What follows belongs to an exercise in optimizing a design on an open flow for small area and a short achievable clock period; a production flow would make more cautious choices. In this exercise RTL edits were held to simulation tests only and were not proved equivalent to the original. No activity file was given, so power comes from the tool's default toggle rates.

// fast_float_mult
module fast_float_mult(clk, rst, i_cip, i_vstart, i_vector_length, i_v0, i_v1, i_v2, i_v3,
                       i_v4, i_v5, i_v6, i_v7, i_sj, i_sk, o_busy, o_result);
export LEC_CHECK = 0
export ABC_AREA = 1
export CAP_MARGIN = 20
export CORE_MARGIN = 2
export CORE_UTILIZATION = 40
export PLACE_DENSITY = 0.6
export SLEW_MARGIN = 20
export SYNTH_HIERARCHICAL = 1
export SYNTH_MINIMUM_KEEP_SIZE = 0
create_clock -name core_clock -period 11.0 [get_ports {clk}]
standard.sh (not shown) runs the stock make flow with config.mk's settings and CLKGATE_MAP_FILE= SYNTH_SCRIPT=/design/flow/synth_recipe.tcl, a recipe that flattens the netlist after the stock synthesis.
==> flow/flow/run.sh <==
#!/bin/bash
# The standard layout (the standard.sh: unchanged synthesis and steps), with
# - plain buffers (buf_1, resized by the repair steps like any other cell) on the
#   ports instead of the delay buffers buffer_ports picks by default.
# Each ORFS step logs to orfs/logs/; make's own output goes to make.log here.
set -euo pipefail
bash standard.sh SETUP_SLACK_MARGIN=7.35 "BUFFER_PORTS_ARGS=-buffer_cell sky130_fd_sc_hd__buf_1" finish > make.log 2>&1
The starting point finished clean.
Rerun with:
==> flow/flow/run.sh (replaced) <==
#!/bin/bash
# The standard layout (the standard.sh, the same ORFS steps and scripts), with
# - ABC's area script mapping with amap (area-oriented mapper) instead of map:
#   ORFS's scripts are copied to scripts_amap/ here and only abc_area.script is
#   replaced by flow/abc_area.script (registers are mapped before ABC runs and
#   are not touched by it);
# - plain buffers (buf_1, resized by the repair steps like any other cell) on
#   the ports instead of the delay buffers buffer_ports picks by default.
# Each ORFS step logs to orfs/logs/; make's own output goes to make.log here.
set -euo pipefail
rm -rf scripts_amap
cp -r "$FLOW_HOME/scripts" scripts_amap
cp flow/abc_area.script scripts_amap/abc_area.script
bash standard.sh "SCRIPTS_DIR=$PWD/scripts_amap" SETUP_SLACK_MARGIN=7.35 \
  "BUFFER_PORTS_ARGS=-buffer_cell sky130_fd_sc_hd__buf_1" finish > make.log 2>&1
==> flow/flow/abc_area.script (new file) <==
strash
dch
amap
topo
stime -c
buffer -c
upsize -c
dnsize -c
- CTS_BUF_LIST: default -> sky130_fd_sc_hd__clkbuf_8
After rerunning: Synthesized cell count hardly moves. Non-clock buffer count goes up by 46. Critical path depth is higher by 3. Wire length climbs by 7.1%. Via count increases by 8.0%. Global-route usage rose by 4.0 points.
Rerun with:
==> flow/flow/run.sh (replaced) <==
#!/bin/bash
# The standard layout (the standard.sh: unchanged synthesis and steps), with
# - plain buffers (buf_1, resized by the repair steps like any other cell) on the
#   ports instead of the delay buffers buffer_ports picks by default.
# Each ORFS step logs to orfs/logs/; make's own output goes to make.log here.
set -euo pipefail
bash standard.sh SETUP_SLACK_MARGIN=7.6 "BUFFER_PORTS_ARGS=-buffer_cell sky130_fd_sc_hd__buf_1" finish > make.log 2>&1
- CTS_BUF_LIST: sky130_fd_sc_hd__clkbuf_8 -> default
removed: flow/flow/abc_area.script
The changed run completed with no timing, DRC or antenna violations.
Flip-flop and latch count is unchanged.
Wire length decreases slightly.
Non-clock buffer count goes up by 62.
Rerun with:
==> flow/flow/run.sh (replaced) <==
#!/bin/bash
# The standard layout (the standard.sh, the same ORFS steps and scripts), with
# - ABC's area script mapping with amap (area-oriented mapper) instead of map:
#   ORFS's scripts are copied to scripts_amap/ here and only abc_area.script is
#   replaced by flow/abc_area.script (registers are mapped before ABC runs and
#   are not touched by it);
# - plain buffers (buf_1, resized by the repair steps like any other cell) on
#   the ports instead of the delay buffers buffer_ports picks by default.
# Each ORFS step logs to orfs/logs/; make's own output goes to make.log here.
set -euo pipefail
rm -rf scripts_amap
cp -r "$FLOW_HOME/scripts" scripts_amap
cp flow/abc_area.script scripts_amap/abc_area.script
bash standard.sh "SCRIPTS_DIR=$PWD/scripts_amap" SETUP_SLACK_MARGIN=7.5 \
  "BUFFER_PORTS_ARGS=-buffer_cell sky130_fd_sc_hd__buf_1" finish > make.log 2>&1
==> flow/flow/abc_area.script (new file) <==
strash
dch
amap
topo
stime -c
buffer -c
upsize -c
dnsize -c
What happened:
- The changed run finished clean
- sequential share of layout area rose by 1.2 points
- utilization fell by 0.82 points
- die area fell by a few percent
- power fell by about a fifth
- final cell count fell slightly
- critical path depth rose by 7
- sequential cell count stays the same
- combinational power fell by about a fifth
- count of clock-buffer cells in the layout rose by 3
- worst setup slack gets better by 30 ps
- clock skew rose by 10 ps

---

fast_float_mult again, from the RTL that the note above started with.
Settings: LEC_CHECK=0, ABC_AREA=1, CAP_MARGIN=20, CORE_MARGIN=2, CORE_UTILIZATION=40, PLACE_DENSITY=0.6, SLEW_MARGIN=20, SYNTH_HIERARCHICAL=1, SYNTH_MINIMUM_KEEP_SIZE=0; clock period 11.0 ns.
==> flow/flow/run.sh <==
#!/bin/bash
# The standard layout (the standard.sh, the same ORFS steps and scripts), with
# - ABC's area script mapping with amap (area-oriented mapper) instead of map:
#   ORFS's scripts are copied to scripts_amap/ here and only abc_area.script is
#   replaced by flow/abc_area.script (registers are mapped before ABC runs and
#   are not touched by it);
# - plain buffers (buf_1, resized by the repair steps like any other cell) on
#   the ports instead of the delay buffers buffer_ports picks by default.
# Each ORFS step logs to orfs/logs/; make's own output goes to make.log here.
set -euo pipefail
rm -rf scripts_amap
cp -r "$FLOW_HOME/scripts" scripts_amap
cp flow/abc_area.script scripts_amap/abc_area.script
bash standard.sh "SCRIPTS_DIR=$PWD/scripts_amap" SETUP_SLACK_MARGIN=7.35 \
  "BUFFER_PORTS_ARGS=-buffer_cell sky130_fd_sc_hd__buf_1" finish > make.log 2>&1
==> flow/flow/abc_area.script <==
strash
dch
amap
topo
stime -c
buffer -c
upsize -c
dnsize -c
The starting point produced a clean layout.
Change:
--- a/flow/flow/run.sh
+++ b/flow/flow/run.sh
@@ -14 +14 @@
-bash standard.sh "SCRIPTS_DIR=$PWD/scripts_amap" SETUP_SLACK_MARGIN=7.35 \
+bash standard.sh "SCRIPTS_DIR=$PWD/scripts_amap" SETUP_SLACK_MARGIN=7.5 \
--- a/flow/config.mk
+++ b/flow/config.mk
@@ -11,2 +11,2 @@
-export CORE_UTILIZATION = 40
-export PLACE_DENSITY = 0.6
+export CORE_UTILIZATION = 45
+export PLACE_DENSITY = 0.62
Via count climbs by a few percent.
First-iteration DRC count climbs by about a fifth.
Total power climbs by a few percent.
Synthesized area stays the same.
Sequential cell count is unchanged.
Routed wire length climbs by a few percent.
Die area drops by roughly a tenth.

[afterwards: timing with drivers on the ports]
The results above use ideal ports. As a check the final layouts listed here were re-extracted and re-timed, cells and wires unchanged.
Step 1: set_driving_cell puts a clkbuf_16 on clk and a buf_2 on each other input, an assumption about the parent block.
Step 2 times the ports against the registers' clock, not the clock port: input delays grow and output delays shrink by t, the midpoint of the rising clock arrivals with the driver on.
Three values: ideal, step 1, step 2; two values: the first two.
| run | t, ns | setup WS [ns] | worst setup path after step 2 | cell pins on the clock port's net |
|---|---|---|---|---|
| the first run of note 1 | 0.901 | 7.198 / 7.198 / 6.518 | input to register | 1 |
| the second run of note 1 | 1.065 | 7.322 / 7.254 / 6.457 | input to register | 1 |
| the third run of note 1 | 0.915 | 7.300 / 7.300 / 6.801 | input to register | 1 |
| the fourth run of note 1 | 0.892 | 7.330 / 7.330 / 6.554 | input to register | 1 |
| the first run of note 2 | 0.875 | 7.202 / 7.279 / 6.406 | input to register | 1 |
| the second run of note 2 | 0.891 | 7.354 / 7.354 / 6.624 | input to register | 1 |
After both steps every run listed still meets setup and hold. The setup slack of the second run of note 1, which loses most, moves by -0.068 ns with the drivers and by -0.865 ns with both steps.
